Context: an optimization exercise on an open-source flow, tuned for small area. The choices shown serve that exercise and are no tape-out recipe. Function was not checked in any run shown here: the RTL went through the layout flow alone. Power and IR drop assume default switching activity.

==> flow/design.v <==
module Task3(
	input [7:0] X0,
	input [7:0] X1,
	input [7:0] X2,
	input [7:0] X3,
	input [7:0] A0,
	input [7:0] A1,
	input [7:0] A2,
	input [7:0] A3,
	input clk,
	input rst,
	input enable,
	output ready,
	output valid,
	output [17:0] result
);
reg [3:0] cnt;
reg [7:0] a0, a1, a2, a3;
reg [7:0] xs0, xs1, xs2, xs3;
reg [9:0] h;
assign ready = (cnt == 4'd0) | (cnt == 4'd9);
assign valid = (cnt == 4'd9);
wire start = enable & ready;
wire first = (cnt == 4'd1);
wire last = (cnt == 4'd8);
wire inv = (cnt == 4'd7) | last;
always @(posedge clk) begin
	if (rst)
		cnt <= 4'd0;
	else if (start)
		cnt <= 4'd1;
	else if (ready)
		cnt <= 4'd0;
	else
		cnt <= cnt + 4'd1;
end
wire [9:0] hin = first ? 10'd512 : h;
wire b0 = xs0[0], b1 = xs1[0], b2 = xs2[0], b3 = xs3[0];
wire [7:0] pp0 = {~(a0[7] & b0), a0[6:0] & {7{b0}}};
wire [7:0] pp1 = {~(a1[7] & b1), a1[6:0] & {7{b1}}};
wire [7:0] pp2 = {~(a2[7] & b2), a2[6:0] & {7{b2}}};
wire [7:0] pp3 = {~(a3[7] & b3), a3[6:0] & {7{b3}}};
wire s1;
wire c2;
wire s3;
wire c4;
wire s5;
wire c6;
wire s7;
wire c8;
wire s9;
wire c10;
wire s11;
wire c12;
wire s13;
wire c14;
wire s15;
wire c16;
wire s17;
wire c18;
wire s19;
wire c20;
wire s21;
wire c22;
wire s23;
wire c24;
wire s25;
wire c26;
wire s27;
wire c28;
wire s29;
wire c30;
wire s31;
wire c32;
wire s33;
wire c34;
wire s35;
wire c36;
wire s37;
wire c38;
wire s39;
wire c40;
wire s41;
wire c42;
wire s43;
wire c44;
wire s45;
wire c46;
wire s47;
wire c48;
wire s49;
wire c50;
wire s51;
wire c52;
wire s53;
wire c54;
wire s55;
wire c56;
wire s57;
wire c58;
wire s59;
wire c60;
wire s61;
wire c62;
wire s63;
wire c64;
wire [10:0] sum;
assign s1 = hin[0] ^ pp0[0] ^ pp1[0];
assign c2 = (hin[0] & pp0[0]) | (hin[0] & pp1[0]) | (pp0[0] & pp1[0]);
assign s3 = pp2[0] ^ pp3[0] ^ s1;
assign c4 = (pp2[0] & pp3[0]) | (pp2[0] & s1) | (pp3[0] & s1);
assign s5 = hin[1] ^ pp0[1] ^ pp1[1];
assign c6 = (hin[1] & pp0[1]) | (hin[1] & pp1[1]) | (pp0[1] & pp1[1]);
assign s7 = pp2[1] ^ pp3[1] ^ c2;
assign c8 = (pp2[1] & pp3[1]) | (pp2[1] & c2) | (pp3[1] & c2);
assign s9 = s5 ^ c4 ^ s7;
assign c10 = (s5 & c4) | (s5 & s7) | (c4 & s7);
assign s11 = hin[2] ^ pp0[2] ^ pp1[2];
assign c12 = (hin[2] & pp0[2]) | (hin[2] & pp1[2]) | (pp0[2] & pp1[2]);
assign s13 = pp2[2] ^ pp3[2] ^ c6;
assign c14 = (pp2[2] & pp3[2]) | (pp2[2] & c6) | (pp3[2] & c6);
assign s15 = s11 ^ c8 ^ s13;
assign c16 = (s11 & c8) | (s11 & s13) | (c8 & s13);
assign s17 = c10 ^ s15;
assign c18 = c10 & s15;
assign s19 = hin[3] ^ pp0[3] ^ pp1[3];
assign c20 = (hin[3] & pp0[3]) | (hin[3] & pp1[3]) | (pp0[3] & pp1[3]);
assign s21 = pp2[3] ^ pp3[3] ^ c12;
assign c22 = (pp2[3] & pp3[3]) | (pp2[3] & c12) | (pp3[3] & c12);
assign s23 = s19 ^ c14 ^ s21;
assign c24 = (s19 & c14) | (s19 & s21) | (c14 & s21);
assign s25 = c16 ^ s23 ^ c18;
assign c26 = (c16 & s23) | (c16 & c18) | (s23 & c18);
assign s27 = hin[4] ^ pp0[4] ^ pp1[4];
assign c28 = (hin[4] & pp0[4]) | (hin[4] & pp1[4]) | (pp0[4] & pp1[4]);
assign s29 = pp2[4] ^ pp3[4] ^ c20;
assign c30 = (pp2[4] & pp3[4]) | (pp2[4] & c20) | (pp3[4] & c20);
assign s31 = s27 ^ c22 ^ s29;
assign c32 = (s27 & c22) | (s27 & s29) | (c22 & s29);
assign s33 = c24 ^ s31 ^ c26;
assign c34 = (c24 & s31) | (c24 & c26) | (s31 & c26);
assign s35 = hin[5] ^ pp0[5] ^ pp1[5];
assign c36 = (hin[5] & pp0[5]) | (hin[5] & pp1[5]) | (pp0[5] & pp1[5]);
assign s37 = pp2[5] ^ pp3[5] ^ c28;
assign c38 = (pp2[5] & pp3[5]) | (pp2[5] & c28) | (pp3[5] & c28);
assign s39 = s35 ^ c30 ^ s37;
assign c40 = (s35 & c30) | (s35 & s37) | (c30 & s37);
assign s41 = c32 ^ s39 ^ c34;
assign c42 = (c32 & s39) | (c32 & c34) | (s39 & c34);
assign s43 = hin[6] ^ pp0[6] ^ pp1[6];
assign c44 = (hin[6] & pp0[6]) | (hin[6] & pp1[6]) | (pp0[6] & pp1[6]);
assign s45 = pp2[6] ^ pp3[6] ^ c36;
assign c46 = (pp2[6] & pp3[6]) | (pp2[6] & c36) | (pp3[6] & c36);
assign s47 = s43 ^ c38 ^ s45;
assign c48 = (s43 & c38) | (s43 & s45) | (c38 & s45);
assign s49 = c40 ^ s47 ^ c42;
assign c50 = (c40 & s47) | (c40 & c42) | (s47 & c42);
assign s51 = hin[7] ^ pp0[7] ^ pp1[7];
assign c52 = (hin[7] & pp0[7]) | (hin[7] & pp1[7]) | (pp0[7] & pp1[7]);
assign s53 = pp2[7] ^ pp3[7] ^ c44;
assign c54 = (pp2[7] & pp3[7]) | (pp2[7] & c44) | (pp3[7] & c44);
assign s55 = s51 ^ c46 ^ s53;
assign c56 = (s51 & c46) | (s51 & s53) | (c46 & s53);
assign s57 = c48 ^ s55 ^ c50;
assign c58 = (c48 & s55) | (c48 & c50) | (s55 & c50);
assign s59 = hin[8] ^ c52 ^ c54;
assign c60 = (hin[8] & c52) | (hin[8] & c54) | (c52 & c54);
assign s61 = c56 ^ s59 ^ c58;
assign c62 = (c56 & s59) | (c56 & c58) | (s59 & c58);
assign s63 = hin[9] ^ c60 ^ c62;
assign c64 = (hin[9] & c60) | (hin[9] & c62) | (c60 & c62);
assign sum = {c64, s63, s61, s57, s49, s41, s33, s25, s17, s9, s3};
wire [9:0] hnext = sum[10:1] ^ {~last & inv, {9{inv}}};
wire rbit = sum[0] ^ last;
always @(posedge clk) begin
	if (ready) begin
		a0 <= A0; a1 <= A1; a2 <= A2; a3 <= A3;
		xs0 <= X0; xs1 <= X1; xs2 <= X2; xs3 <= X3;
	end else begin
		xs0 <= {rbit, xs0[7:1]};
		xs1 <= {X1[7], xs1[7:1]};
		xs2 <= {X2[7], xs2[7:1]};
		xs3 <= {X3[7], xs3[7:1]};
	end
	h <= hnext;
end
assign result = {h, xs0};
endmodule
==> flow/run.sh <==
#!/bin/bash
# synth_recipe.tcl (not shown) runs the flow's synth.tcl, then flattens the netlist and writes it again
# the make line also repeats each setting of config.mk as NAME=value (left out here)
make -C /OpenROAD-flow-scripts/flow DESIGN_CONFIG=/design/flow/config.mk WORK_HOME=/design/flow/orfs CLKGATE_MAP_FILE= SYNTH_SCRIPT=/design/flow/synth_recipe.tcl finish
==> flow/config.mk <==
export PLATFORM = sky130hd
export DESIGN_NAME = Task3
export DESIGN_NICKNAME = Task3
export VERILOG_FILES = /design/flow/design.v
export SDC_FILE = /design/flow/constraint.sdc
export NUM_CORES = 4
export LEC_CHECK = 0
export CAP_MARGIN = 20
export CORE_MARGIN = 2
export CORE_UTILIZATION = 40
export SLEW_MARGIN = 20
==> flow/constraint.sdc <==
create_clock -name core_clock -period 8.0 [get_ports {clk}]
set_input_delay 1.6000 -clock core_clock [delete_from_list [all_inputs] [get_ports {clk}]]
set_output_delay 1.6000 -clock core_clock [all_outputs]
set_load 0.01 [all_outputs]
==> metrics.md, run 1 <==
| Metric | Value |
|---|---|
| Sequential fraction of the synthesis area | 0.522 |
| Vias in the first global route | 2245 |
| Dpl ws | 2.26 ns |
| Synth cell types | 27 |
| Relative slew margins | 0.327 |
| Share of layout cells above drive strength 1 | 0.130 |
| P_leak | 1.98 nW |
| Worst Setup SP | cnt[1] |
| Post-Synthesis Cells | 256 |
| FF-to-FF setup slack | 2.27 ns |
| Ports | 87 |
| Final number of setup-violating endpoints | 0 |
| Cell family with most CP delay | adder cells |
| Detailed Place HPWL | 4.78 mm |
| Most frequent cells in the layout | 86 x clkdlybuf4s50_1, 46 x dfxtp_1, 35 x inv_1 |
| CP Cell Sequence | inv_1 > ha_1 > nand3b_1 > nand2_1 > fa_1 > fa_1 > fa_1 > inv_1 > ha_1 > fa_1 > fa_1 > fa_1 > fa_1 > fa_1 > inv_1 > fa_1 > fa_1 > xnor2_1 |
| Core Footprint | 8720 um2 |
| Synth top area share | 0.267 |
| CTS Buffer Depth | 2 |
| Drt first pass iters | 4 |
| Tcrit/Tclk final | 0.716 |
| Number of cells on the critical path | 18 |
| WP buf/inv | 3 |
| Via/cell ratio | 4.46 |
| Max capacitance violation total | 0 |
| Antenna violations before repair | 0 |
| Final worst setup slack | 2.27 ns |
| Slew Limit Fails | 0 |
| Tmin final | 5.73 ns |
| CP endpoint kind | flop |
| Worst-margin pin slew | 1.00 ns |
| Top post-synthesis cells by area | edfxtp_1 27%, dfxtp_1 26%, fa_1 17% |
| Die height | 98.9 um |
| Met1 usage in global routing | 0.172 |
| Total congestion overflow | 0 |
| Die Wd | 98.9 um |
| DR vias | 2058 |
| Most common cell after layout, fill and taps aside | clkdlybuf4s50_1 |
| Critical Path RT | 8.20 ns |
| Hold Startpoint | xs3[1] |
| Synth warn | 1 |
| RSZ-0062 raised after global routing | no |
| Nets | 450 |
| # hold bufs at CTS | 0 |
| Crit path max fanout | 10 |
| Area delta synth->final | 31.6% |
| Setup CP Type | flop to flop |
| Reg2reg path depth | 18 |
| Data arrival, critical path | 5.93 ns |
| #FFs+latches synth | 78 |
| CP max stage cell | fa_1 |
| WHS | 0.456 ns |
| Initial DRC Count | 48 |
| Netlist area before placement | 3600 um2 |
| Overall power | 1.77 mW |
| Run status | complete, no violations |
| Final wirelength | 6.50 mm |
| Worst skew pair latency | 0.36 ns |
| Largest net degree at the start of global routing | 64 |
| Number of antenna diodes | 0 |
| Fin Clk Skew | 0.0160 ns |
| Fin. Hold Viols | 0 |
| Starting Density | 0.413 |
| Input/output buffers | 86 |
| DRT antenna net count | 0 |
| Num Clock Sinks | 78 |
| Clock-pin slew on the worst setup and hold paths | 0.09 ns |
| Fmax | 175 MHz |
| GR Util met3 | 0.0716 |
| Global-route wire length before repair | 10.7 mm |
| Mapped Avg Cell Area | 14.1 um2 |
| Setup TNS | 0 ns |
| GRT Total Usage | 0.145 |
| Min-delay worst type | flop to flop |
| Worst stage delay on the critical path | 0.49 ns |
| Placed Cells incl. Taps | 445 |
| Cell Area, Placed | 4550 um2 |
| Drt drc | 0 |
| Die area | 9780 um2 |
| Root buf cell | clkbuf_8 |
| GPL Wtd Cong | 0.753 |
| Crit path launch type | flop |
| Non-filler cells, final | 461 |
| Pwr/cell area | 373 nW/um2 |
| Reg-to-reg startpoint | cnt[1] |
| Row cnt | 34 |
| Peak VDD IR | 0.164 mV |
| Final instance area | 4740 um2 |
| Grt peak-use layer | met2 |
| Resize count post-CTS | 0 |
| Post CTS Setup Buffer Count | 0 |
| Final design utilization | 0.543 |
| TritonCTS clock tree | yes |
| Crit-path most repeated cell | fa_1 |
| R2R Path End | h[8] |
| Total CTS buffers | 9 |
| Cell taking the most area after synthesis | edfxtp_1 |
| Met2 Track Usage GR | 0.233 |
| Post-synthesis net count | 358 |
| H-tree levels | 3 |
| Capture point of the worst path | h[8] |
| WL/cell | 14.1 um |
## flip-flops by register name (all words and copies together), names as in the netlist, 8 cells and up
name,cells
h,10
a0,8
a1,8
a2,8
a3,8
xs0,8
xs1,8
xs2,8
xs3,8
## Yosys cell counts
library cell  count
nor2_4            1
buf_4             2
dfxtp_1          46
buf_6             3
ha_1              4
o32a_1            1
buf_2             1
mux2_4           26
nor2b_1           2
mux2i_1           1
a221oi_1          1
xnor2_1           5
mux2_2            2
inv_1            35
nand3_1           1
edfxtp_1         32
o41ai_1           1
nor2_1            2
xor2_1            7
o21ai_0           2
nand2_1          20
nand3b_1          2
nor3_1            2
nor3b_1           2
a21oi_1           2
fa_1             31
and2_1           22
## worst min-delay path by stage
stage               cells after the start     end  slack, ns
floorplan                               1  xs1[6]       0.43
global placement                        1  xs2[6]       0.44
detailed placement                      1  xs1[1]       0.44
CTS                                     1  xs3[0]       0.46
global route                            1  xs3[0]       0.47
finish                                  1  xs3[0]       0.46
## layer usage
layer  part of all wire  up-vias  wire (um)
met5                  0        -          0
met4              0.012        0         80
met3              0.090        8        584
met2               0.48       66       3100
met1               0.42      984       2740
li1                   -     1000          -
## kinds of logic after synthesis
family          share of synthesized area
mux                                 0.117
flops                               0.522
buf+inv                            0.0514
xor+xnor                           0.0292
compound gates                     0.0132
fa+ha+maj                           0.186
simple gates                       0.0802
## final cells by class
class | instances | area (um2)
clock inverter | 6 | 50.0
multi-input combinational | 137 | 1540
clock buffer | 10 | 138
sequential | 78 | 1880
tap | 108 | 135
fill | 741 | 3980
timing repair buffer | 87 | 868
inverter | 35 | 131
## report_power, final
group / switching (mW) / leakage (nW) / internal, mW
clock network: 0.156 / 0.0986 / 0.126
logic: 0.425 / 1.17 / 0.472
registers: 0.0517 / 0.710 / 0.536
==> run 2, diff against run 1 <==
--- a/flow/config.mk
+++ b/flow/config.mk
@@ -5,6 +5,7 @@
 export SDC_FILE = /design/flow/constraint.sdc
 export NUM_CORES = 4
 export LEC_CHECK = 0
+export ABC_AREA = 1
 export CAP_MARGIN = 20
 export CORE_MARGIN = 2
 export CORE_UTILIZATION = 40
==> run 2 against run 1 <==
- first-iteration DRC count up 42%
- critical path type unchanged
- global-route usage up 1.2 points
- highest routed layer unchanged
- combinational power down 32%
- via count up 15%
- clock power up 2%
- cell count up 19%
- still clean
==> metrics.md, run 2 <==
| Metric | Value |
|---|---|
| Non-filler cells, final | 547 (was 461) |
| Peak VDD IR | 0.126 mV (was 0.164 mV) |
| Setup CP Type | flop to flop (unchanged) |
| WL/cell | 12.6 um (was 14.1 um) |
| RSZ-0062 raised after global routing | no (unchanged) |
| FF+latch area | 1880 um2 (unchanged) |
| Multi-input gate area | 1380 um2 (was 1540 um2) |
| Input/output buffers | 86 (unchanged) |
| Top FF cell, synth | dfxtp_1 (unchanged) |
| Tmin final | 5.40 ns (was 5.73 ns) |
| Via/cell ratio | 4.33 (was 4.46) |
| Max capacitance violation total | 0 (unchanged) |
| Critical Path RT | 8.24 ns (was 8.20 ns) |
| Nets | 536 (was 450) |
| Most frequent cell after synthesis | nand2_1 (was dfxtp_1) |
| Area delta synth->final | 32.1% (was 31.6%) |
| Share of layout cells above drive strength 1 | 0.0615 (was 0.130) |
| Post-Synthesis Cells | 347 (was 256) |
| Run status | complete, no violations (unchanged) |
| Final wirelength | 6.88 mm (was 6.50 mm) |
| Most frequent cells after synthesis | 126 x nand2_1, 60 x inv_1, 46 x dfxtp_1 (was 46 x dfxtp_1, 35 x inv_1, 32 x edfxtp_1) |
| Worst skew pair latency | 0.35 ns (was 0.36 ns) |
| Resize count post-CTS | 0 (unchanged) |
| Total congestion overflow | 0 (unchanged) |
| Number of antenna diodes | 0 (unchanged) |
| Post-synthesis net count | 449 (was 358) |
| Num Clock Sinks | 78 (unchanged) |
| P_leak | 2.18 nW (was 1.98 nW) |
| Crit path launch type | flop (unchanged) |
| Cell taking the most area after synthesis | edfxtp_1 (unchanged) |
| Crit path max fanout | 4 (was 10) |
| Drt drc | 0 (unchanged) |
| Top post-synthesis cells by area | edfxtp_1 27%, dfxtp_1 26%, fa_1 17% (unchanged) |
| Most flops, register | h (unchanged) |
| Drt first pass iters | 4 (unchanged) |
| Mapped Avg Cell Area | 10.2 um2 (was 14.1 um2) |
| Post-synth ARST share | 0 (unchanged) |
| Relative slew margins | 0.530 (was 0.327) |
| Placed Cells incl. Taps | 531 (was 445) |
| Largest net degree at the start of global routing | 63 (was 64) |
| DRT antenna net count | 0 (unchanged) |
| Antenna violations before repair | 0 (unchanged) |
| Fin Clk Skew | 0.00963 ns (was 0.0160 ns) |
| Starting Density | 0.410 (was 0.413) |
| Slew Limit Fails | 0 (unchanged) |
| Die Wd | 98.3 um (was 98.9 um) |
| GPL Wtd Cong | 0.773 (was 0.753) |
| FF-to-FF setup slack | 2.60 ns (was 2.27 ns) |
| Worst-margin pin slew | 0.705 ns (was 1.00 ns) |
| Data arrival, critical path | 5.64 ns (was 5.93 ns) |
| Synth top area share | 0.270 (was 0.267) |
| CTS Buffer Depth | 2 (unchanged) |
| GRT Total Usage | 0.157 (was 0.145) |
| Initial DRC Count | 68 (was 48) |
| # hold bufs at CTS | 0 (unchanged) |
| Synth cell types | 21 (was 27) |
| #FFs+latches synth | 78 (unchanged) |
| Die height | 98.3 um (was 98.9 um) |
| Filler cells | 843 (was 741) |
| DR vias | 2369 (was 2058) |
| Post CTS Setup Buffer Count | 0 (unchanged) |
| Sequential fraction of the synthesis area | 0.529 (was 0.522) |
| Pwr/cell area | 308 nW/um2 (was 373 nW/um2) |
| Vias in the first global route | 2468 (was 2245) |
| Most frequent cells in the layout | 126 x nand2_1, 86 x clkdlybuf4s50_1, 60 x inv_1 (was 86 x clkdlybuf4s50_1, 46 x dfxtp_1, 35 x inv_1) |
| Synth warn | 1 (unchanged) |
| Detailed Place HPWL | 5.06 mm (was 4.78 mm) |
| Fmax | 185 MHz (was 175 MHz) |
| Netlist area before placement | 3560 um2 (was 3600 um2) |
| Max reg flops | 10 (unchanged) |
| Ports | 87 (unchanged) |
| Root buf cell | clkbuf_8 (unchanged) |
| Clock-pin slew on the worst setup and hold paths | 0.09 ns (about the same) |
| CP endpoint kind | flop (unchanged) |
| H-tree levels | 3 (unchanged) |
| Setup TNS | 0 ns (unchanged) |
| EDFF count, synth | 32 (unchanged) |
| Most common cell after layout, fill and taps aside | nand2_1 (was clkdlybuf4s50_1) |
| Fin. Hold Viols | 0 (unchanged) |
| TritonCTS clock tree | yes (unchanged) |
| Row cnt | 34 (unchanged) |
| Global-route wire length before repair | 11.8 mm (was 10.7 mm) |
| Tcrit/Tclk final | 0.675 (was 0.716) |
| Core Footprint | 8680 um2 (was 8720 um2) |
| Die area | 9660 um2 (was 9780 um2) |
| Min-delay worst type | flop to flop (unchanged) |
| Total CTS buffers | 9 (unchanged) |
| Final number of setup-violating endpoints | 0 (unchanged) |
==> run 2: cell types whose count changed after synthesis, moves of 3 or more <==
cell and delta:
clkbuf_1 +4, nand3_1 +3, inv_1 +25, nor2_2 +3, nand2_1 +106, nor2_1 +7
and2_1 -22, mux2_4 -26
==> run 2: logic make-up after synthesis <==
| kind of cell | count (synthesis) | synth area share |
|---|---|---|
| buf+inv | 73 | 0.0834 |
| compound gates | 1 | 0.00141 |
| simple gates | 148 | 0.168 |
| flops | 78 | 0.529 |
| xor+xnor | 12 | 0.0296 |
| fa+ha+maj | 35 | 0.189 |
==> run 2: layout make-up <==
type | count | share of cell area
sequential | 78 | 0.401
clock inverter | 5 | 0.00799
clock buffer | 11 | 0.0346
inverter | 62 | 0.0496
timing repair buffer | 87 | 0.185
tap | 108 | 0.0288
multi-input combinational | 196 | 0.293
==> run 2: metal layers <==
| metal | vias up | share of wire | routed length (um) | track usage |
|---|---|---|---|---|
| met2 | 67 | 0.48 | 3280 | 0.246 |
| met5 | - | 0 | 0 | 0 |
| met3 | 8 | 0.080 | 553 | 0.0730 |
| li1 | 1192 | - | - | - |
| met4 | 0 | 0.011 | 78 | 0.0379 |
| met1 | 1102 | 0.43 | 2970 | 0.199 |
==> run 2: worst max-delay path, stage by stage, from the launching register on <==
cell,delay (ns)
dfxtp_1,0.37
inv_1,0.08
ha_1,0.20
nand2_1,0.17
nand2_1,0.11
fa_1,0.44
fa_1,0.46
fa_1,0.50
inv_1,0.04
ha_1,0.18
fa_1,0.38
fa_1,0.39
fa_1,0.39
fa_1,0.39
fa_1,0.37
inv_1,0.08
fa_1,0.20
fa_1,0.41
xnor2_1,0.14
==> run 2: per-stage QoR <==
| stage | setup WS [ns] | utilization | total power, mW | hold WS, ns | instance area (um2) |
|---|---|---|---|---|---|
| 2_1_floorplan | 2.88 | - | 0.979 | 0.396 | 3560 |
| 3_3_place_gp | 2.70 | 0.518 | 1.16 | 0.402 | 4500 |
| 3_5_place_dp | 2.59 | 0.518 | 1.18 | 0.406 | 4500 |
| 4_1_cts | 2.56 | 0.541 | 1.47 | 0.429 | 4700 |
| 5_1_grt | 2.27 | 0.541 | 1.58 | 0.444 | 4700 |
| 6_report | 2.60 | 0.541 | 1.45 | 0.422 | 4700 |
==> run 2: where the power goes <==
group | total (mW) | switching, mW | internal, mW | leakage, nW
Combinational | 0.613 | 0.305 | 0.308 | 1.37
Sequential | 0.546 | 0.0447 | 0.502 | 0.708
Clock | 0.287 | 0.146 | 0.142 | 0.105
Total | 1.45 | 0.495 | 0.952 | 2.18
==> run 2: path summary, 6_finish.rpt <==
kind,cells past startpoint,startpoint,end
min,2,xs1[3],xs1[2]
max,18,cnt[1],h[8]
min reg2reg,2,xs1[3],xs1[2]
max reg2reg,18,cnt[1],h[8]
==> run 3, diff against run 2 <==
==> flow/flow/run.sh (new file) <==
#!/bin/bash
# The standard layout, with the port buffers made of the smallest buffer
# cell instead of the delay cell buffer_ports picks by itself.
set -euo pipefail
export BUFFER_PORTS_ARGS="-buffer_cell sky130_fd_sc_hd__buf_1"
bash standard.sh finish > standard.log 2>&1
==> flow/standard.sh (new file) <==
#!/bin/bash
# synth_recipe.tcl (not shown) runs the flow's synth.tcl, then flattens the netlist and writes it again
# the make line also repeats each setting of config.mk as NAME=value (left out here)
make -C /OpenROAD-flow-scripts/flow DESIGN_CONFIG=/design/flow/config.mk WORK_HOME=/design/flow/orfs CLKGATE_MAP_FILE= SYNTH_SCRIPT=/design/flow/synth_recipe.tcl "${@:-finish}"
removed: flow/run.sh
==> run 3 against run 2 <==
- global-route usage shrank 0.74 points
- setup slack worse by 0.0036 ns
- critical path depth did not move
- cell area is 11% lower
- via count fell by 0.51%
- utilization shrank 6.1 points
- clock power is 5% higher
- clock skew decreased by 0.0024 ns
- synthesized area did not move
- count of clock-buffer cells in the layout did not move
- hold slack about the same
- critical path type unchanged
- critical endpoint unchanged
- largest power group unchanged
==> metrics.md, run 3 <==
| Metric | Value |
|---|---|
| Relative slew margins | 0.544 (was 0.530) |
| Most frequent cell after synthesis | nand2_1 (unchanged) |
| Most flops, register | h (unchanged) |
| Most common cell after layout, fill and taps aside | nand2_1 (unchanged) |
| DR vias | 2357 (was 2369) |
| Top Metal Used | met4 (unchanged) |
| Top post-synthesis cells by area | edfxtp_1 27%, dfxtp_1 26%, fa_1 17% (unchanged) |
| Setup TNS | 0 ns (unchanged) |
| # hold bufs at CTS | 0 (unchanged) |
| WL met3 | 485 um (was 553 um) |
| Post-synthesis adder-cell area fraction | 0.189 (unchanged) |
| Die height | 98.3 um (unchanged) |
| Hold worst-path end | xs2[6] (was xs1[2]) |
| Resize count post-CTS | 0 (unchanged) |
| Cell taking the most area after synthesis | edfxtp_1 (unchanged) |
| H-tree levels | 3 (unchanged) |
| Pwr/cell area | 335 nW/um2 (was 308 nW/um2) |
| FF-to-FF setup slack | 2.60 ns (about the same) |
| Global-route wire length before repair | 11.3 mm (was 11.8 mm) |
| Post-synthesis compound-gate area fraction | 0.00141 (unchanged) |
| Most frequent cells after synthesis | 126 x nand2_1, 60 x inv_1, 46 x dfxtp_1 (unchanged) |
| Hold Startpoint | xs2[7] (was xs1[3]) |
| R2R Path End | h[8] (unchanged) |
| Final worst setup slack | 2.60 ns (about the same) |
| TritonCTS clock tree | yes (unchanged) |
| Critical Path RT | 8.23 ns (was 8.24 ns) |
| Area delta synth->final | 17.2% (was 32.1%) |
| Max capacitance violation total | 0 (unchanged) |
| CP Cell Sequence | inv_1 > ha_1 > nand2_1 > nand2_1 > fa_1 > fa_1 > fa_1 > inv_1 > ha_1 > fa_1 > fa_1 > fa_1 > fa_1 > fa_1 > inv_1 > fa_1 > fa_1 > xnor2_1 (unchanged) |
| GPL Wtd Cong | 0.752 (was 0.773) |
| Dpl ws | 2.58 ns (was 2.59 ns) |
| Ports | 87 (unchanged) |
| Nets | 536 (unchanged) |
| Crit-path most repeated cell | fa_1 (unchanged) |
| Worst-margin pin slew | 0.683 ns (was 0.705 ns) |
| Die area | 9660 um2 (unchanged) |
| Hold path cells | 2 (unchanged) |
| Simple-gate area share of the yosys netlist | 0.168 (unchanged) |
| WP buf/inv | 3 (unchanged) |
| Worst stage delay on the critical path | 0.49 ns (was 0.50 ns) |
| GRT Total Usage | 0.149 (was 0.157) |
| Tcrit/Tclk final | 0.676 (was 0.675) |
| Top FF cell, synth | dfxtp_1 (unchanged) |
| Core Footprint | 8680 um2 (unchanged) |
| Largest net degree at the start of global routing | 63 (unchanged) |
| Detailed Place HPWL | 4.95 mm (was 5.06 mm) |
| Max reg flops | 10 (unchanged) |
| Synth warn | 1 (unchanged) |
| DRT antenna net count | 0 (unchanged) |
| WL/cell | 12.2 um (was 12.6 um) |
| Most frequent cells in the layout | 126 x nand2_1, 86 x buf_1, 60 x inv_1 (was 126 x nand2_1, 86 x clkdlybuf4s50_1, 60 x inv_1) |
| Via/cell ratio | 4.31 (was 4.33) |
| CP endpoint kind | flop (unchanged) |
| Crit path launch type | flop (unchanged) |
| Mux share of post-synthesis cell area | 0 (unchanged) |
| Fin. Hold Viols | 0 (unchanged) |
| #FFs+latches synth | 78 (unchanged) |
| Run status | complete, no violations (unchanged) |
| Met2 wire length | 3.15 mm (was 3.28 mm) |
| Number of antenna diodes | 0 (unchanged) |
| Row cnt | 34 (unchanged) |
| Final wirelength | 6.68 mm (was 6.88 mm) |
| Reg-to-reg startpoint | cnt[1] (unchanged) |
| P_leak | 1.95 nW (was 2.18 nW) |
| Final instance area | 4170 um2 (was 4700 um2) |
| Total congestion overflow | 0 (unchanged) |
| Total CTS buffers | 9 (unchanged) |
| Post CTS Setup Buffer Count | 0 (unchanged) |
| Cell Area, Placed | 3960 um2 (was 4500 um2) |
| Final number of setup-violating endpoints | 0 (unchanged) |
| Starting Density | 0.410 (unchanged) |
| Drt drc | 0 (unchanged) |
| Mapped Avg Cell Area | 10.2 um2 (unchanged) |
| Post-synth ARST share | 0 (unchanged) |
| CTS Buffer Depth | 2 (unchanged) |
| Min-delay worst type | flop to flop (unchanged) |
| Slew Limit Fails | 0 (unchanged) |
| Reg2reg path depth | 18 (unchanged) |
| Worst skew pair latency | 0.34 ns (was 0.35 ns) |
| Antenna violations before repair | 0 (unchanged) |
| Synth cell types | 21 (unchanged) |
| Data arrival, critical path | 5.63 ns (was 5.64 ns) |
| Root buf cell | clkbuf_8 (unchanged) |
| Peak VDD IR | 0.118 mV (was 0.126 mV) |
| WL met1 | 2.97 mm (about the same) |
| Post-Synth XOR/XNOR Area | 0.0296 (unchanged) |
| Post-synthesis net count | 449 (unchanged) |
| Tmin final | 5.40 ns (about the same) |
| Die Wd | 98.3 um (unchanged) |
| Fmax | 185 MHz (about the same) |
| Netlist area before placement | 3560 um2 (unchanged) |
| Vias in the first global route | 2401 (was 2468) |
| Largest family of logic cells by synthesized area | adder cells (unchanged) |
| Synth top area share | 0.270 (unchanged) |
| Sequential fraction of the synthesis area | 0.529 (unchanged) |
| Clock-pin slew on the worst setup and hold paths | 0.09 ns (about the same) |
| Setup CP Type | flop to flop (unchanged) |
| Crit path max fanout | 4 (unchanged) |
| RSZ-0062 raised after global routing | no (unchanged) |
| Share of layout cells above drive strength 1 | 0.0615 (unchanged) |
| Post-Synthesis Cells | 347 (unchanged) |
| CP max stage cell | fa_1 (unchanged) |
| Initial DRC Count | 76 (was 68) |
| Drt first pass iters | 4 (unchanged) |
| Num Clock Sinks | 78 (unchanged) |
| Cell family with most CP delay | adder cells (unchanged) |
| Input/output buffers | 86 (unchanged) |
| Fin Clk Skew | 0.00726 ns (was 0.00963 ns) |
| EDFF count, synth | 32 (unchanged) |
==> run 3: cell counts after synthesis <==
Identical to the previous run, type by type.
==> run 3: worst max path at each step <==
stage | from | end | slack, ns | cells after the start
3_3_place_gp | cnt[1] | h[8] | 2.71 | 18
3_5_place_dp | cnt[1] | h[8] | 2.58 | 20
6_report | cnt[1] | h[8] | 2.60 | 18
5_1_grt | cnt[1] | h[8] | 2.29 | 20
4_1_cts | cnt[1] | h[8] | 2.56 | 18
2_1_floorplan | cnt[1] | h[8] | 2.88 | 18
==> run 3: worst reg2reg max path, cell delays in order (launching register included) <==
cell	delay [ns]
dfxtp_1	0.35
inv_1	0.07
ha_1	0.20
nand2_1	0.17
nand2_1	0.11
fa_1	0.44
fa_1	0.46
fa_1	0.49
inv_1	0.04
ha_1	0.18
fa_1	0.39
fa_1	0.40
fa_1	0.40
fa_1	0.39
fa_1	0.36
inv_1	0.08
fa_1	0.20
fa_1	0.41
xnor2_1	0.14
==> run 3: kinds of logic after synthesis <==
logic type	Yosys count
fa+ha+maj	35
flops	78
xor+xnor	12
compound gates	1
simple gates	148
buf+inv	73
==> run 3: power by group <==
group / leakage (nW) / total, mW / internal (mW) / switching (mW)
Sequential: 0.708 / 0.544 / 0.502 / 0.0419
Combinational: 1.14 / 0.553 / 0.245 / 0.308
Clock: 0.110 / 0.301 / 0.152 / 0.148
Total: 1.95 / 1.40 / 0.899 / 0.498
==> run 3: layout make-up <==
cell class                      count  area (um2)
Inverter                           62         233
Clock inverter                      5        36.3
Timing Repair Buffer               87         330
Sequential cell                    78        1880
Clock buffer                       11         174
Fill cell                         883        4510
Tap cell                          108         135
Multi-Input combinational cell    196        1380
==> run 3: metrics by stage <==
| stage | instances | hold WS [ns] | power, mW | util |
|---|---|---|---|---|
| after floorplan | 347 | 0.396 | 0.979 | - |
| after global placement | 531 | 0.401 | 1.10 | 0.456 |
| after detailed placement | 531 | 0.404 | 1.12 | 0.456 |
| after CTS | 547 | 0.427 | 1.42 | 0.480 |
| after global routing | 547 | 0.443 | 1.53 | 0.480 |
| final | 547 | 0.422 | 1.40 | 0.480 |
==> run 3: metal layers <==
metal | up-vias | track usage
met5 | - | 0
met4 | 0 | 0.0390
met3 | 7 | 0.0587
met2 | 75 | 0.234
met1 | 1084 | 0.196
li1 | 1191 | -
==> run 4, diff against run 3 <==
==> flow/flow/run.sh (replaced) <==
#!/bin/bash
# The standard layout with two changes:
# - the port buffers are the smallest buffer cell instead of the delay cell
#   buffer_ports picks by itself;
# - Yosys's synth skips its early "abc -fast", so extract_fa sees the full
#   adders as the RTL writes them, without inverters between them.
set -euo pipefail
export BUFFER_PORTS_ARGS="-buffer_cell sky130_fd_sc_hd__buf_1"
export SYNTH_ARGS="-noabc"
bash standard.sh finish > standard.log 2>&1
==> run 4 against run 3 <==
- non-clock buffer count is 1 lower
- global-route usage increased by 0.36 points
- sequential share of layout area is 0.31 points higher
- clock power decreased by 6%
- clock skew increased by 0.0032 ns
- via count is 0.30% higher
- critical path depth down 2
- utilization shrank 0.33 points
- first-iteration DRC count rose by 1.3%
- critical path type unchanged
- highest routed layer unchanged
- cell count shrank 1.3%
- fmax is 7.8% lower
- critical endpoint unchanged
==> metrics.md, run 4 <==
| Metric | Value |
|---|---|
| Largest net degree at the start of global routing | 64 (was 63) |
| Setup CP Type | flop to flop (unchanged) |
| Logic pwr share | 0.400 (was 0.396) |
| Final number of setup-violating endpoints | 0 (unchanged) |
| Num Clock Sinks | 78 (unchanged) |
| Setup TNS | 0 ns (unchanged) |
| Max reg flops | 10 (unchanged) |
| CP endpoint kind | flop (unchanged) |
| Run status | complete, no violations (unchanged) |
| Psw | 493 uW (was 498 uW) |
| Most common cell after layout, fill and taps aside | nand2_1 (unchanged) |
| # hold bufs at CTS | 0 (unchanged) |
| Seq pwr share | 0.393 (was 0.389) |
| Min-delay worst type | flop to flop (unchanged) |
| Post-Synthesis Cells | 341 (was 347) |
| GPL Wtd Cong | 0.853 (was 0.752) |
| Vias in the first global route | 2471 (was 2401) |
| Grt peak-use layer | met2 (unchanged) |
| P_leak | 2.03 nW (was 1.95 nW) |
| Die area | 9700 um2 (was 9660 um2) |
| Relative slew margins | 0.501 (was 0.544) |
| DRT antenna net count | 0 (unchanged) |
| GRT Total Usage | 0.153 (was 0.149) |
| Met1 usage in global routing | 0.185 (was 0.196) |
| Share of layout cells above drive strength 1 | 0.0671 (was 0.0615) |
| Most frequent cells after synthesis | 124 x nand2_1, 52 x inv_1, 46 x dfxtp_1 (was 126 x nand2_1, 60 x inv_1, 46 x dfxtp_1) |
| WL/cell | 12.9 um (was 12.2 um) |
| Sequential fraction of the synthesis area | 0.527 (was 0.529) |
| Critical Path RT | 8.24 ns (was 8.23 ns) |
| Ports | 87 (unchanged) |
| Total CTS buffers | 9 (unchanged) |
| Nets | 530 (was 536) |
| Crit-path most repeated cell | fa_1 (unchanged) |
| Drt first pass iters | 5 (was 4) |
| Tmin final | 5.86 ns (was 5.40 ns) |
| Pwr/cell area | 333 nW/um2 (was 335 nW/um2) |
| Fin. Hold Viols | 0 (unchanged) |
| Resize count post-CTS | 0 (unchanged) |
| Die height | 98.5 um (was 98.3 um) |
| Hold path cells | 2 (unchanged) |
| Non-filler cells, final | 540 (was 547) |
| Antenna violations before repair | 0 (unchanged) |
| CP Cell Sequence | ha_1 > nand2_1 > inv_2 > nor2_1 > fa_1 > fa_1 > fa_1 > ha_1 > fa_1 > fa_1 > fa_1 > fa_1 > fa_1 > fa_1 > fa_1 > xor2_1 (was inv_1 > ha_1 > nand2_1 > nand2_1 > fa_1 > fa_1 > fa_1 > inv_1 > ha_1 > fa_1 > fa_1 > fa_1 > fa_1 > fa_1 > inv_1 > fa_1 > fa_1 > xnor2_1) |
| Drt drc | 0 (unchanged) |
| Placed Cells incl. Taps | 524 (was 531) |
| Area delta synth->final | 15.9% (was 17.2%) |
| Final wirelength | 6.98 mm (was 6.68 mm) |
| Starting Density | 0.411 (was 0.410) |
| Detailed Place HPWL | 5.11 mm (was 4.95 mm) |
| Crit path launch type | flop (unchanged) |
| Int Pwr | 885 uW (was 899 uW) |
| Max capacitance violation total | 0 (unchanged) |
| H-tree levels | 3 (unchanged) |
| Worst stage delay on the critical path | 0.50 ns (was 0.49 ns) |
| Overall power | 1.38 mW (was 1.40 mW) |
| Crit path max fanout | 9 (was 4) |
| Via/cell ratio | 4.38 (was 4.31) |
| Most flops, register | h (unchanged) |
| Synth cell types | 22 (was 21) |
| WP buf/inv | 1 (was 3) |
| Input/output buffers | 86 (unchanged) |
| Fmax | 171 MHz (was 185 MHz) |
| Most frequent cell after synthesis | nand2_1 (unchanged) |
| Clk pwr share | 0.206 (was 0.215) |
| #FFs+latches synth | 78 (unchanged) |
| Post-synth ARST share | 0 (unchanged) |
| Clock-pin slew on the worst setup and hold paths | 0.09 ns (about the same) |
| Slew Limit Fails | 0 (unchanged) |
| Cell family with most CP delay | adder cells (unchanged) |
| CTS Buffer Depth | 2 (unchanged) |
| Top FF cell, synth | dfxtp_1 (unchanged) |
| Peak VDD IR | 0.135 mV (was 0.118 mV) |
| Post-synthesis net count | 444 (was 449) |
| Final design utilization | 0.477 (was 0.480) |
| Sw Ratio | 0.358 (was 0.357) |
| Synth warn | 1 (unchanged) |
| GR Util met3 | 0.0489 (was 0.0587) |
| RSZ-0062 raised after global routing | no (unchanged) |
| Number of cells on the critical path | 16 (was 18) |
| Die Wd | 98.5 um (was 98.3 um) |
| Worst-margin pin slew | 0.748 ns (was 0.683 ns) |
| Total congestion overflow | 0 (unchanged) |
| Root buf cell | clkbuf_8 (unchanged) |
| Synth top area share | 0.269 (was 0.270) |
| Row cnt | 34 (unchanged) |
| CP max stage cell | fa_1 (unchanged) |
| Met2 Track Usage GR | 0.263 (was 0.234) |
| Post CTS Setup Buffer Count | 0 (unchanged) |
| TritonCTS clock tree | yes (unchanged) |
| Global-route wire length before repair | 11.5 mm (was 11.3 mm) |
| Core Footprint | 8680 um2 (unchanged) |
| Tcrit/Tclk final | 0.733 (was 0.676) |
| EDFF count, synth | 32 (unchanged) |
| Cell taking the most area after synthesis | edfxtp_1 (unchanged) |
| DR vias | 2364 (was 2357) |
| Mapped Avg Cell Area | 10.5 um2 (was 10.2 um2) |
| Top post-synthesis cells by area | edfxtp_1 27%, dfxtp_1 26%, fa_1 17% (unchanged) |
| Number of antenna diodes | 0 (unchanged) |
| Fin Clk Skew | 0.0105 ns (was 0.00726 ns) |
| Most frequent cells in the layout | 124 x nand2_1, 86 x buf_1, 52 x inv_1 (was 126 x nand2_1, 86 x buf_1, 60 x inv_1) |
| WHS | 0.422 ns (about the same) |
| Data arrival, critical path | 6.10 ns (was 5.63 ns) |
| Netlist area before placement | 3570 um2 (was 3560 um2) |
| Worst skew pair latency | 0.35 ns (was 0.34 ns) |
| Initial DRC Count | 77 (was 76) |
| Reg2reg path depth | 16 (was 18) |
==> run 4: final timing paths <==
kind                from      to  slack [ns]
setup reg to reg  cnt[0]    h[8]        2.14
setup / recovery  cnt[0]    h[8]        2.14
hold / removal    xs1[2]  xs1[1]        0.42
hold reg to reg   xs1[2]  xs1[1]        0.42
==> run 4: power by group through the flow <==
stage | Combinational (mW) | Sequential [mW] | Clock (mW)
after floorplan | 0.418 | 0.550 | 0
after global placement | 0.538 | 0.553 | 0
after detailed placement | 0.562 | 0.552 | 0
after CTS | 0.568 | 0.545 | 0.292
after global routing | 0.633 | 0.552 | 0.310
final | 0.552 | 0.542 | 0.284
==> run 4: kinds of logic after synthesis <==
kind of cell	share of synthesized area
DFF	0.527
and+or+nand+nor	0.170
xor gates and xnor gates	0.0294
buffers and inverters	0.0806
adders and majority gates	0.191
AOI/OAI and AO/OA	0.00140
==> run 4: final cells by class <==
class,instances,area [um2]
flip-flops and latches,78,1880
clock inverters,5,38.8
multi-input cells,197,1400
repair buffers,86,323
inverters,55,209
fillers,866,4540
well taps,108,135
clock buffers,11,151
==> run 4: metal layers <==
metal	vias to the layer above	routed length, um
li1	1189	-
met1	1090	2900
met2	77	3560
met3	8	468
met4	0	51
met5	-	0
==> run 4: stage by stage <==
stage / setup slack (ns) / cell area [um2]
after CTS: 2.10 / 4140
after detailed placement: 2.13 / 3950
after global routing: 1.83 / 4140
after global placement: 2.24 / 3950
after floorplan: 2.41 / 3570
final: 2.14 / 4140
==> run 4: tightest hold or removal path, delay by kind of cell, from the launching register on <==
kind	cells	cell delay [ns]
flops	1	0.31
simple gates	2	0.09
==> run 5, diff against run 4 <==
--- a/flow/config.mk
+++ b/flow/config.mk
@@ -9,4 +9,7 @@
 export CAP_MARGIN = 20
 export CORE_MARGIN = 2
 export CORE_UTILIZATION = 40
+export CTS_BUF_LIST = sky130_fd_sc_hd__clkbuf_8
+export CTS_CLUSTER_DIAMETER = 200
+export CTS_CLUSTER_SIZE = 40
 export SLEW_MARGIN = 20
==> run 5 against run 4 <==
- first-iteration DRC count unchanged
- sequential share of layout area unchanged
- routed wire length unchanged
- fmax unchanged
- sequential power about the same
- largest power group unchanged
- non-clock buffer count unchanged
- still clean
- clock power about the same
- critical path type unchanged
- clock skew unchanged
- register-to-register slack about the same
- sequential cell count unchanged
==> metrics.md, run 5 <==
| Metric | Value |
|---|---|
| Setup TNS | 0 ns (unchanged) |
| Synth cell types | 22 (unchanged) |
| Drt first pass iters | 5 (unchanged) |
| Tmin final | 5.86 ns (unchanged) |
| GPL Wtd Cong | 0.853 (unchanged) |
| Fin Clk Skew | 0.0105 ns (unchanged) |
| #FFs+latches synth | 78 (unchanged) |
| Resize count post-CTS | 0 (unchanged) |
| TritonCTS clock tree | yes (unchanged) |
| R2R Path End | h[8] (unchanged) |
| CP Cell Sequence | ha_1 > nand2_1 > inv_2 > nor2_1 > fa_1 > fa_1 > fa_1 > ha_1 > fa_1 > fa_1 > fa_1 > fa_1 > fa_1 > fa_1 > fa_1 > xor2_1 (unchanged) |
| Global-route wire length before repair | 11.5 mm (unchanged) |
| # hold bufs at CTS | 0 (unchanged) |
| DRT antenna net count | 0 (unchanged) |
| Row cnt | 34 (unchanged) |
| Most frequent cells in the layout | 124 x nand2_1, 86 x buf_1, 52 x inv_1 (unchanged) |
| Starting Density | 0.411 (unchanged) |
| Relative slew margins | 0.501 (unchanged) |
| Initial DRC Count | 77 (unchanged) |
| Most common cell after layout, fill and taps aside | nand2_1 (unchanged) |
| Fmax | 171 MHz (unchanged) |
| Input/output buffers | 86 (unchanged) |
| Sequential fraction of the synthesis area | 0.527 (unchanged) |
| Final wirelength | 6.98 mm (unchanged) |
| Run status | complete, no violations (unchanged) |
| CP max stage cell | fa_1 (unchanged) |
| Die Wd | 98.5 um (unchanged) |
| Most flops, register | h (unchanged) |
| Post-Synthesis Cells | 341 (unchanged) |
| Slew Limit Fails | 0 (unchanged) |
| Max reg flops | 10 (unchanged) |
| Nets | 530 (unchanged) |
| Final number of setup-violating endpoints | 0 (unchanged) |
| Drt drc | 0 (unchanged) |
| Filler cells | 866 (unchanged) |
| Synth top area share | 0.269 (unchanged) |
| Hold path cells | 2 (unchanged) |
| Num Clock Sinks | 78 (unchanged) |
| Crit path launch type | flop (unchanged) |
| Ports | 87 (unchanged) |
| FF+latch area | 1880 um2 (unchanged) |
| Most frequent cell after synthesis | nand2_1 (unchanged) |
| Total CTS buffers | 9 (unchanged) |
| P_leak | 2.03 nW (unchanged) |
| Top post-synthesis cells by area | edfxtp_1 27%, dfxtp_1 26%, fa_1 17% (unchanged) |
| CP endpoint kind | flop (unchanged) |
| Min-delay worst type | flop to flop (unchanged) |
| Share of layout cells above drive strength 1 | 0.0671 (unchanged) |
| Cell taking the most area after synthesis | edfxtp_1 (unchanged) |
| Post-synth ARST share | 0 (unchanged) |
| Core Footprint | 8680 um2 (unchanged) |
| Setup CP Type | flop to flop (unchanged) |
| Vias in the first global route | 2471 (unchanged) |
| Pwr/cell area | 333 nW/um2 (unchanged) |
| DR vias | 2364 (unchanged) |
| Via/cell ratio | 4.38 (unchanged) |
| Largest net degree at the start of global routing | 64 (unchanged) |
| FF-to-FF setup slack | 2.14 ns (about the same) |
| Die area | 9700 um2 (unchanged) |
| Worst Setup SP | cnt[0] (unchanged) |
| Worst skew pair latency | 0.35 ns (about the same) |
| Area delta synth->final | 15.9% (unchanged) |
| Crit-path most repeated cell | fa_1 (unchanged) |
| Clock-pin slew on the worst setup and hold paths | 0.09 ns (about the same) |
| Post-synthesis net count | 444 (unchanged) |
| Antenna violations before repair | 0 (unchanged) |
| CTS Buffer Depth | 2 (unchanged) |
| Synth warn | 1 (unchanged) |
| Root buf cell | clkbuf_8 (unchanged) |
| Peak VDD IR | 0.135 mV (unchanged) |
| Capture point of the worst path | h[8] (unchanged) |
| Crit path max fanout | 9 (unchanged) |
| Reg2reg path depth | 16 (unchanged) |
| WL/cell | 12.9 um (unchanged) |
| Max capacitance violation total | 0 (unchanged) |
| Critical Path RT | 8.24 ns (about the same) |
| RSZ-0062 raised after global routing | no (unchanged) |
| Tcrit/Tclk final | 0.733 (unchanged) |
| Number of antenna diodes | 0 (unchanged) |
| Detailed Place HPWL | 5.11 mm (unchanged) |
| Worst stage delay on the critical path | 0.50 ns (about the same) |
| Data arrival, critical path | 6.10 ns (about the same) |
| Worst-margin pin slew | 0.748 ns (unchanged) |
| Most frequent cells after synthesis | 124 x nand2_1, 52 x inv_1, 46 x dfxtp_1 (unchanged) |
| EDFF count, synth | 32 (unchanged) |
| Final instance area | 4140 um2 (unchanged) |
| Multi-input gate area | 1400 um2 (unchanged) |
| Die height | 98.5 um (unchanged) |
| Post CTS Setup Buffer Count | 0 (unchanged) |
| Mapped Avg Cell Area | 10.5 um2 (unchanged) |
| Netlist area before placement | 3570 um2 (unchanged) |
| H-tree levels | 3 (unchanged) |
| Cell Area, Placed | 3950 um2 (unchanged) |
| Total congestion overflow | 0 (unchanged) |
| Reg-to-reg startpoint | cnt[0] (unchanged) |
| Fin. Hold Viols | 0 (unchanged) |
| GRT Total Usage | 0.153 (unchanged) |
| Top FF cell, synth | dfxtp_1 (unchanged) |
run 5: final cells by class:
type | instances | area share
well taps | 108 | 0.0326
inverters | 55 | 0.0505
flip-flops and latches | 78 | 0.455
clock buffers | 11 | 0.0366
repair buffers | 86 | 0.0780
multi-input cells | 197 | 0.338
clock inverters | 5 | 0.00937
run 5: per-layer routing:
layer / track usage / vias to the layer above / wire length (um)
met4: 0.0443 / 0 / 51
met1: 0.185 / 1090 / 2900
li1: - / 1189 / -
met2: 0.263 / 77 / 3560
met5: 0 / - / 0
met3: 0.0489 / 8 / 468
run 5: stage by stage:
step | std cells | power, mW | hold slack [ns] | worst slack, ns | util
final | 540 | 1.38 | 0.422 | 2.14 | 0.477
after global placement | 524 | 1.09 | 0.401 | 2.24 | 0.455
after floorplan | 341 | 0.968 | 0.396 | 2.41 | -
after CTS | 540 | 1.40 | 0.427 | 2.10 | 0.477
after detailed placement | 524 | 1.11 | 0.406 | 2.13 | 0.455
after global routing | 540 | 1.49 | 0.447 | 1.83 | 0.477
run 5: cell families (layout without fill, tap and decap cells):
logic type | count (synthesis) | after routing | synth area share
DFF | 78 | 78 | 0.527
adders and majority gates | 36 | 36 | 0.191
buffers and inverters | 66 | 157 | 0.0806
AOI/OAI and AO/OA | 1 | 1 | 0.00140
xor gates and xnor gates | 12 | 12 | 0.0294
and+or+nand+nor | 148 | 148 | 0.170
run 5: worst min path at each step:
stage / to / slack, ns / startpoint
2_1_floorplan: xs1[0] / 0.40 / xs1[1]
3_3_place_gp: xs2[6] / 0.40 / xs2[7]
3_5_place_dp: xs3[6] / 0.41 / xs3[7]
4_1_cts: xs3[6] / 0.43 / xs3[7]
5_1_grt: xs3[2] / 0.45 / xs3[3]
6_report: xs1[1] / 0.42 / xs1[2]
run 5: report_power, final:
part	internal, mW	leakage (nW)	total, mW	switching, mW
Sequential	0.502	0.708	0.542	0.0406
Combinational	0.251	1.23	0.552	0.301
Clock	0.133	0.101	0.284	0.151
Total	0.885	2.03	1.38	0.493
run 5: worst max-delay path: cells and delay by family (launching register included):
kind	cells	cell delay [ns]
and+or+nand+nor	2	0.19
DFF	1	0.43
adders and majority gates	12	4.78
buffers and inverters	1	0.16
xor gates and xnor gates	1	0.18
==> run 6, diff against run 5 <==
--- a/flow/config.mk
+++ b/flow/config.mk
@@ -9,7 +9,7 @@
 export CAP_MARGIN = 20
 export CORE_MARGIN = 2
 export CORE_UTILIZATION = 40
-export CTS_BUF_LIST = sky130_fd_sc_hd__clkbuf_8
-export CTS_CLUSTER_DIAMETER = 200
-export CTS_CLUSTER_SIZE = 40
+export CTS_BUF_LIST = sky130_fd_sc_hd__clkbuf_16
+export CTS_CLUSTER_DIAMETER = 500
+export CTS_CLUSTER_SIZE = 100
 export SLEW_MARGIN = 20
==> run 6 against run 5 <==
- still clean
- power increased by 6.8%
- non-clock buffer count is the same
- hold slack lost 0.0061 ns
- critical endpoint unchanged
==> metrics.md, run 6 <==
| Metric | Value |
|---|---|
| Run status | complete, no violations (unchanged) |
| Setup CP Type | flop to flop (unchanged) |
| CP Cell Sequence | ha_1 > nand2_1 > inv_2 > nor2_1 > fa_1 > fa_1 > fa_1 > ha_1 > fa_1 > fa_1 > fa_1 > fa_1 > fa_1 > fa_1 > fa_1 > xor2_1 (unchanged) |
| Drt drc | 0 (unchanged) |
| Synth warn | 1 (unchanged) |
| Cell taking the most area after synthesis | edfxtp_1 (unchanged) |
| GPL Wtd Cong | 0.853 (unchanged) |
| Cell Area, Placed | 3950 um2 (unchanged) |
| Pwr/cell area | 349 nW/um2 (was 333 nW/um2) |
| Most frequent cells after synthesis | 124 x nand2_1, 52 x inv_1, 46 x dfxtp_1 (unchanged) |
| Worst stage delay on the critical path | 0.51 ns (was 0.50 ns) |
| Most common cell after layout, fill and taps aside | nand2_1 (unchanged) |
| Max capacitance violation total | 0 (unchanged) |
| Worst-margin pin slew | 0.751 ns (was 0.748 ns) |
| Row cnt | 34 (unchanged) |
| Post-Synthesis Cells | 341 (unchanged) |
| CP endpoint kind | flop (unchanged) |
| Largest net degree at the start of global routing | 64 (unchanged) |
| Fin Clk Skew | 0.00585 ns (was 0.0105 ns) |
| Total congestion overflow | 0 (unchanged) |
| Post-synth ARST share | 0 (unchanged) |
| DR vias | 2361 (was 2364) |
| DRT antenna net count | 0 (unchanged) |
| Max reg flops | 10 (unchanged) |
| Relative slew margins | 0.499 (was 0.501) |
| Total CTS buffers | 9 (unchanged) |
| Root buf cell | clkbuf_16 (was clkbuf_8) |
| Crit-path most repeated cell | fa_1 (unchanged) |
| RSZ-0062 raised after global routing | no (unchanged) |
| Tmin final | 5.88 ns (was 5.86 ns) |
| Most frequent cells in the layout | 124 x nand2_1, 86 x buf_1, 52 x inv_1 (unchanged) |
| Starting Density | 0.411 (unchanged) |
| Top FF cell, synth | dfxtp_1 (unchanged) |
| Crit path launch type | flop (unchanged) |
| Area delta synth->final | 18.2% (was 15.9%) |
| GRT Total Usage | 0.155 (was 0.153) |
| Die area | 9700 um2 (unchanged) |
| Most frequent cell after synthesis | nand2_1 (unchanged) |
| Peak VDD IR | 0.170 mV (was 0.135 mV) |
| Tcrit/Tclk final | 0.735 (was 0.733) |
| Via/cell ratio | 4.37 (was 4.38) |
| Synth top area share | 0.269 (unchanged) |
| Most flops, register | h (unchanged) |
| Vias in the first global route | 2520 (was 2471) |
| Post CTS Setup Buffer Count | 0 (unchanged) |
| Nets | 530 (unchanged) |
| Die height | 98.5 um (unchanged) |
| Placed Cells incl. Taps | 524 (unchanged) |
| Overall power | 1.47 mW (was 1.38 mW) |
| Final instance area | 4220 um2 (was 4140 um2) |
| Data arrival, critical path | 6.09 ns (was 6.10 ns) |
| Global-route wire length before repair | 11.7 mm (was 11.5 mm) |
| Final design utilization | 0.486 (was 0.477) |
| Worst skew pair latency | 0.33 ns (was 0.35 ns) |
| CTS Buffer Depth | 2 (unchanged) |
| Sequential fraction of the synthesis area | 0.527 (unchanged) |
| Clock-pin slew on the worst setup and hold paths | 0.06 ns (was 0.09 ns) |
| Min-delay worst type | flop to flop (unchanged) |
| CP max stage cell | fa_1 (unchanged) |
| Core Footprint | 8680 um2 (unchanged) |
| Post-synthesis net count | 444 (unchanged) |
| Num Clock Sinks | 78 (unchanged) |
| Slew Limit Fails | 0 (unchanged) |
| Detailed Place HPWL | 5.11 mm (unchanged) |
| Resize count post-CTS | 0 (unchanged) |
| Fin. Hold Viols | 0 (unchanged) |
| Initial DRC Count | 78 (was 77) |
| Final wirelength | 7.06 mm (was 6.98 mm) |
| Die Wd | 98.5 um (unchanged) |
| TritonCTS clock tree | yes (unchanged) |
| Final worst setup slack | 2.12 ns (was 2.14 ns) |
| Input/output buffers | 86 (unchanged) |
| # hold bufs at CTS | 0 (unchanged) |
| Ports | 87 (unchanged) |
| Dpl ws | 2.13 ns (unchanged) |
| WL/cell | 13.1 um (was 12.9 um) |
| Antenna violations before repair | 0 (unchanged) |
| H-tree levels | 3 (unchanged) |
| WHS | 0.416 ns (was 0.422 ns) |
| EDFF count, synth | 32 (unchanged) |
| Setup TNS | 0 ns (unchanged) |
| Top post-synthesis cells by area | edfxtp_1 27%, dfxtp_1 26%, fa_1 17% (unchanged) |
| Drt first pass iters | 5 (unchanged) |
| Synth cell types | 22 (unchanged) |
| Number of antenna diodes | 0 (unchanged) |
| Netlist area before placement | 3570 um2 (unchanged) |
| Share of layout cells above drive strength 1 | 0.0625 (was 0.0671) |
| Non-filler cells, final | 540 (unchanged) |
| Critical Path RT | 8.21 ns (was 8.24 ns) |
| Final number of setup-violating endpoints | 0 (unchanged) |
| Fmax | 170 MHz (was 171 MHz) |
| P_leak | 2.07 nW (was 2.03 nW) |
| Crit path max fanout | 9 (unchanged) |
| #FFs+latches synth | 78 (unchanged) |
| Mapped Avg Cell Area | 10.5 um2 (unchanged) |
[run 6: cell count changes in the layout (fill, tap and decap cells not counted)]
cell	delta
clkbuf_16	+9
clkbuf_8	-11
clkinv_1	+2
[run 6: layout make-up]
class | instances | area, um2
inverter | 55 | 209
multi-input combinational | 197 | 1400
clock buffer | 9 | 225
timing repair buffer | 86 | 323
tap | 108 | 135
fill | 860 | 4460
sequential | 78 | 1880
clock inverter | 7 | 46.3
[run 6: per-layer routing]
layer	global-route usage	routed length [um]	vias to the layer above
met4	0.0379	46	0
li1	-	-	1188
met2	0.269	3580	75
met5	0	0	-
met1	0.184	3010	1092
met3	0.0560	431	6
[run 6: kinds of logic after synthesis]
group / count (synthesis) / synth area share
buffers and inverters: 66 / 0.0806
AND/OR/NAND/NOR: 148 / 0.170
XOR/XNOR: 12 / 0.0294
flip-flops: 78 / 0.527
adder cells (fa/ha/maj): 36 / 0.191
AO/OA/AOI/OAI: 1 / 0.00140
[run 6: power breakdown]
group | leakage [nW] | switching (mW) | internal (mW)
clock network | 0.136 | 0.162 | 0.211
registers | 0.708 | 0.0407 | 0.502
logic | 1.23 | 0.304 | 0.251
total | 2.07 | 0.507 | 0.965
[run 6: critical path, delay by kind of cell, from the launching register on]
family | cells | cell delay (ns)
fa+ha+maj | 12 | 4.80
flops | 1 | 0.42
simple gates | 2 | 0.19
xor+xnor | 1 | 0.18
buf+inv | 1 | 0.17
[run 6: final timing paths]
kind,start,endpoint,slack (ns),cells past startpoint
max,cnt[0],h[8],2.12,16
min,xs1[2],xs1[1],0.42,2
max reg2reg,cnt[0],h[8],2.12,16
min reg2reg,xs1[2],xs1[1],0.42,2

-- afterwards: timing with drivers on the ports --
In the flow no input, the clock included, has a driving cell. The finished layouts below were timed again as built, in two steps. Step 1, drivers: a clkbuf_16 drives clk and a buf_2 each remaining input, both assumed. Step 2 also shifts input and output timing later by t, the mid clock arrival at the registers, as if the neighbouring blocks saw the same clock. a / b / c = ideal / step 1 / step 2; a / b = the first two.
run	t (ns)	setup slack, ns	worst register clock-pin slew, ns
run 1	0.380	2.273 / 2.273 / 2.273	0.09 / 0.09
run 2	0.377	2.599 / 2.599 / 2.599	0.09 / 0.09
run 3	0.366	2.596 / 2.596 / 2.596	0.09 / 0.09
run 4	0.376	2.138 / 2.138 / 2.138	0.09 / 0.09
run 5	0.376	2.138 / 2.138 / 2.138	0.09 / 0.09
run 6	0.360	2.118 / 2.118 / 2.118	0.06 / 0.06
After both steps setup and hold are still met in every run listed.
